Context: an optimization exercise on an open-source flow, tuned for small area and a short achievable clock period. The choices shown serve that exercise and are no tape-out recipe. In this exercise RTL edits were held to simulation tests only and were not proved equivalent to the original. The clock port is modelled as an ideal driver; clocking choices that lean on that would not hold on a real chip. No activity file was given, so power comes from the tool's default toggle rates.

## pe
module pe (
    input               clk,
    input               rst,
    input  signed [7:0] weight,
    input  signed [7:0] inmap,
    input               inmap_vld,
    input               weight_vld,
    input  signed [7:0] bias,
    output signed [7:0] outmap,
    output              outmap_vld,
    output signed [15:0] outraw
);
Settings: LEC_CHECK=0, CAP_MARGIN=20, CORE_MARGIN=2, CORE_UTILIZATION=40, SLEW_MARGIN=60, SYNTH_HIERARCHICAL=1, SYNTH_MINIMUM_KEEP_SIZE=0; clock period 10.5 ns.
standard.sh (not shown) runs the stock make flow with config.mk's settings and CLKGATE_MAP_FILE= SYNTH_SCRIPT=/design/flow/synth_recipe.tcl, a recipe that flattens the netlist after the stock synthesis.
==> flow/flow/run.sh <==
#!/bin/bash
# Own layout flow: the standard ORFS layout (standard.sh) with two changes:
#  - port buffers use buf_2 instead of the buffer the port buffering picks by default
#    (every input and output port still gets its own buffer);
#  - before clock-tree synthesis, a timing-driven sizing pass (gate upsizing and pin
#    swaps only, no new buffers) aims at a worst slack somewhat above the placed one.
set -euo pipefail
here=$(cd "$(dirname "$0")" && pwd)
export BUFFER_PORTS_ARGS="-buffer_cell sky130_fd_sc_hd__buf_2"
export PRE_CTS_TCL="$here/pre_cts.tcl"
export SIZE_EXTRA_SLACK="${SIZE_EXTRA_SLACK:-0.5}"
bash standard.sh > standard_flow.log 2>&1
==> flow/flow/pre_cts.tcl <==
# Timing-driven gate sizing before CTS: upsize gates and swap pins (no buffering) on the
# worst paths until the worst slack is SIZE_EXTRA_SLACK ns above what placement left.
estimate_parasitics -placement
set ws [worst_slack -max]
puts "pre_cts sizing: worst slack $ws, target [expr {$ws + $::env(SIZE_EXTRA_SLACK)}]"
repair_timing -setup -setup_margin [expr {$ws + $::env(SIZE_EXTRA_SLACK)}] \
  -sequence "sizeup,swap" -repair_tns 0 -verbose
puts "pre_cts sizing: worst slack now [worst_slack -max]"
The first run ended with an error in final report (6_report) with PSM-0069.
==> next run, changes <==
--- a/flow/flow/run.sh
+++ b/flow/flow/run.sh
@@ -7,6 +7,6 @@
 set -euo pipefail
 here=$(cd "$(dirname "$0")" && pwd)
-export BUFFER_PORTS_ARGS="-buffer_cell sky130_fd_sc_hd__buf_2"
+export BUFFER_PORTS_ARGS="-buffer_cell sky130_fd_sc_hd__buf_1"
 export PRE_CTS_TCL="$here/pre_cts.tcl"
-export SIZE_EXTRA_SLACK="${SIZE_EXTRA_SLACK:-0.5}"
+export SIZE_EXTRA_SLACK="${SIZE_EXTRA_SLACK:-0.45}"
 bash standard.sh > standard_flow.log 2>&1
- SLEW_MARGIN: 60 -> 40
This time the run completed with no timing, DRC or antenna violations.
Synthesized area does not change.
Via count is lower by 0.39%.
Global-route usage is lower by 0.40 points.
==> next run, changes <==
==> flow/flow/run.sh (replaced) <==
#!/bin/bash
# Own layout flow: the standard ORFS layout (standard.sh, which also runs the standard
# synthesis) with two changes:
#  - port buffers are buf_1 instead of the buffer the port buffering picks by default
#    (every input and output port still gets its own buffer; the sizing may upsize it);
#  - before clock-tree synthesis, pre_cts.tcl runs a timing-driven sizing pass (gate
#    upsizing and pin swaps only) aiming at a worst slack SIZE_EXTRA_SLACK ns above the
#    placed one.
# The final report's power-grid check has failed now and then on a placement; if the run
# fails, it is redone from scratch with a slightly smaller sizing target. Each attempt's
# output is in standard_flow_<target>.log; ORFS's own logs are under orfs/logs.
set -uo pipefail
here=$(cd "$(dirname "$0")" && pwd)
export BUFFER_PORTS_ARGS="-buffer_cell sky130_fd_sc_hd__buf_1"
export PRE_CTS_TCL="$here/pre_cts.tcl"
for x in 0.45 0.40 0.35 0.30; do
  rm -rf orfs out/final.def
  if SIZE_EXTRA_SLACK=$x bash standard.sh > "standard_flow_$x.log" 2>&1 && [[ -f out/final.def ]]; then
    echo "layout done with sizing target +$x ns"
    exit 0
  fi
  echo "layout with sizing target +$x ns failed; see standard_flow_$x.log"
done
exit 1
- PLACE_DENSITY: not set -> 0.9
- SLEW_MARGIN: 40 -> 60
Area after synthesis is unchanged.
Via count went up by 4.7%.
Routed wire length is higher by 6.9%.
Sequential power is about the same.
Die area stays the same.
==> next run, changes <==
==> flow/flow/run.sh (replaced) <==
#!/bin/bash
# Own layout flow: the standard ORFS layout, with port buffers of a small, fast buffer
# (buf_2) instead of the default the port buffering picks; every port still gets a buffer.
set -euo pipefail
export BUFFER_PORTS_ARGS="-buffer_cell sky130_fd_sc_hd__buf_2"
bash standard.sh > standard_flow.log 2>&1
- CAP_MARGIN: 20 -> 50
- PLACE_DENSITY: 0.9 -> not set
- SLEW_MARGIN: 60 -> 75
removed: flow/flow/pre_cts.tcl
Outcome: The changed run completed with no timing, DRC or antenna violations. Wire length decreases by 4.0%. Global-route usage decreases by 0.37 points. Worst hold slack is about the same. Count of clock-buffer cells in the layout increases by 1. Final area increases by 2.1%. Total power increases by 2.8%. Flip-flop and latch count stays the same. Maximum frequency decreases by 3.7%. Die area does not change. Combinational power increases by about 4%. Via count decreases by 4.7%.
==> next run, changes <==
==> flow/flow/run.sh (replaced) <==
#!/bin/bash
# Own layout flow: the standard ORFS layout (standard.sh, which also runs the standard
# synthesis) with two changes:
#  - port buffers are buf_1 instead of the buffer the port buffering picks by default
#    (every input and output port still gets its own buffer; the sizing may upsize it);
#  - before clock-tree synthesis, pre_cts.tcl runs a timing-driven sizing pass (gate
#    upsizing and pin swaps only) aiming at a worst slack SIZE_EXTRA_SLACK ns above the
#    placed one.
# The final report's power-grid check has failed now and then on a placement; if the run
# fails, it is redone from scratch with a slightly smaller sizing target. Each attempt's
# output is in standard_flow_<target>.log; ORFS's own logs are under orfs/logs.
set -uo pipefail
here=$(cd "$(dirname "$0")" && pwd)
export BUFFER_PORTS_ARGS="-buffer_cell sky130_fd_sc_hd__buf_1"
export PRE_CTS_TCL="$here/pre_cts.tcl"
for x in 0.45 0.40 0.35 0.30; do
  rm -rf orfs out/final.def
  if SIZE_EXTRA_SLACK=$x bash standard.sh > "standard_flow_$x.log" 2>&1 && [[ -f out/final.def ]]; then
    echo "layout done with sizing target +$x ns"
    exit 0
  fi
  echo "layout with sizing target +$x ns failed; see standard_flow_$x.log"
done
exit 1
==> flow/flow/pre_cts.tcl (new file) <==
# Timing-driven gate sizing before CTS: upsize gates and swap pins (no buffering) on the
# worst paths until the worst slack is SIZE_EXTRA_SLACK ns above what placement left.
estimate_parasitics -placement
set ws [worst_slack -max]
puts "pre_cts sizing: worst slack $ws, target [expr {$ws + $::env(SIZE_EXTRA_SLACK)}]"
repair_timing -setup -setup_margin [expr {$ws + $::env(SIZE_EXTRA_SLACK)}] \
  -sequence "sizeup,swap" -repair_tns 0 -verbose
puts "pre_cts sizing: worst slack now [worst_slack -max]"
- CAP_MARGIN: 50 -> 20
- CTS_BUF_LIST: not set -> sky130_fd_sc_hd__clkbuf_8 sky130_fd_sc_hd__clkbuf_4
- CTS_CLUSTER_DIAMETER: not set -> 200
- CTS_CLUSTER_SIZE: not set -> 30
- SLEW_MARGIN: 75 -> 60
Sequential share of layout area grows by 0.33 points.
Global-route usage falls by 0.10 points.
Via count shrinks by 0.35%.
Hold slack hardly moves.
Critical path depth goes down by 2.
Worst setup slack gains 0.32 ns.
Wire length drops by 1.8%.
Power decreases by 5.9%.
First-iteration DRC count drops by 8.0%.
==> next run, changes <==
--- a/flow/flow/run.sh
+++ b/flow/flow/run.sh
@@ -14,4 +14,5 @@
 export BUFFER_PORTS_ARGS="-buffer_cell sky130_fd_sc_hd__buf_1"
 export PRE_CTS_TCL="$here/pre_cts.tcl"
+export SETUP_SLACK_MARGIN=2.3 SETUP_MOVE_SEQUENCE=sizeup,swap TNS_END_PERCENT=0
 for x in 0.45 0.40 0.35 0.30; do
   rm -rf orfs out/final.def
- CTS_BUF_LIST: sky130_fd_sc_hd__clkbuf_8 sky130_fd_sc_hd__clkbuf_4 -> not set
- CTS_CLUSTER_DIAMETER: 200 -> not set
- CTS_CLUSTER_SIZE: 30 -> not set
=>
- The new run ran to the end with no violations
- non-clock buffer count does not change
- wire length came out higher by 3.6%
- combinational power came out higher by about 10%
- setup slack improved by 0.26 ns
- global-route usage came out higher by 0.99 points
- final cell count does not change

-- what the ideal ports hide --
In the flow no input, the clock included, has a driving cell. The finished layouts below were timed again as built, in two steps.
Step 1 sets driving cells, clkbuf_16 on the clock port and buf_2 on the other inputs (assumed; they add their load-dependent delay and slew).
Step 2, shift: input delay + t, output delay - t, t = (earliest + latest rising clock arrival at the registers) / 2. This alone moves slack from input paths to output paths.
Three values: ideal, step 1, step 2; two values: the first two.
| run | t (ns) | setup WS [ns] | worst setup path at the end | worst register clock-pin slew, ns |
|---|---|---|---|---|
| the second run | 0.282 | 1.846 / 1.825 / 1.825 | input to output | 0.08 / 0.08 |
| the third run | 0.288 | 2.122 / 2.100 / 2.100 | input to output | 0.08 / 0.08 |
| the fourth run | 0.283 | 1.804 / 1.783 / 1.783 | input to output | 0.07 / 0.07 |
| the fifth run | 0.282 | 2.127 / 2.106 / 2.106 | input to output | 0.08 / 0.08 |
| the sixth run | 0.288 | 2.390 / 2.370 / 2.370 | input to output | 0.08 / 0.08 |
After both steps every run listed still meets setup and hold. The setup slack of the third run, which loses most, moves by -0.022 ns with the drivers and by -0.022 ns with both steps.
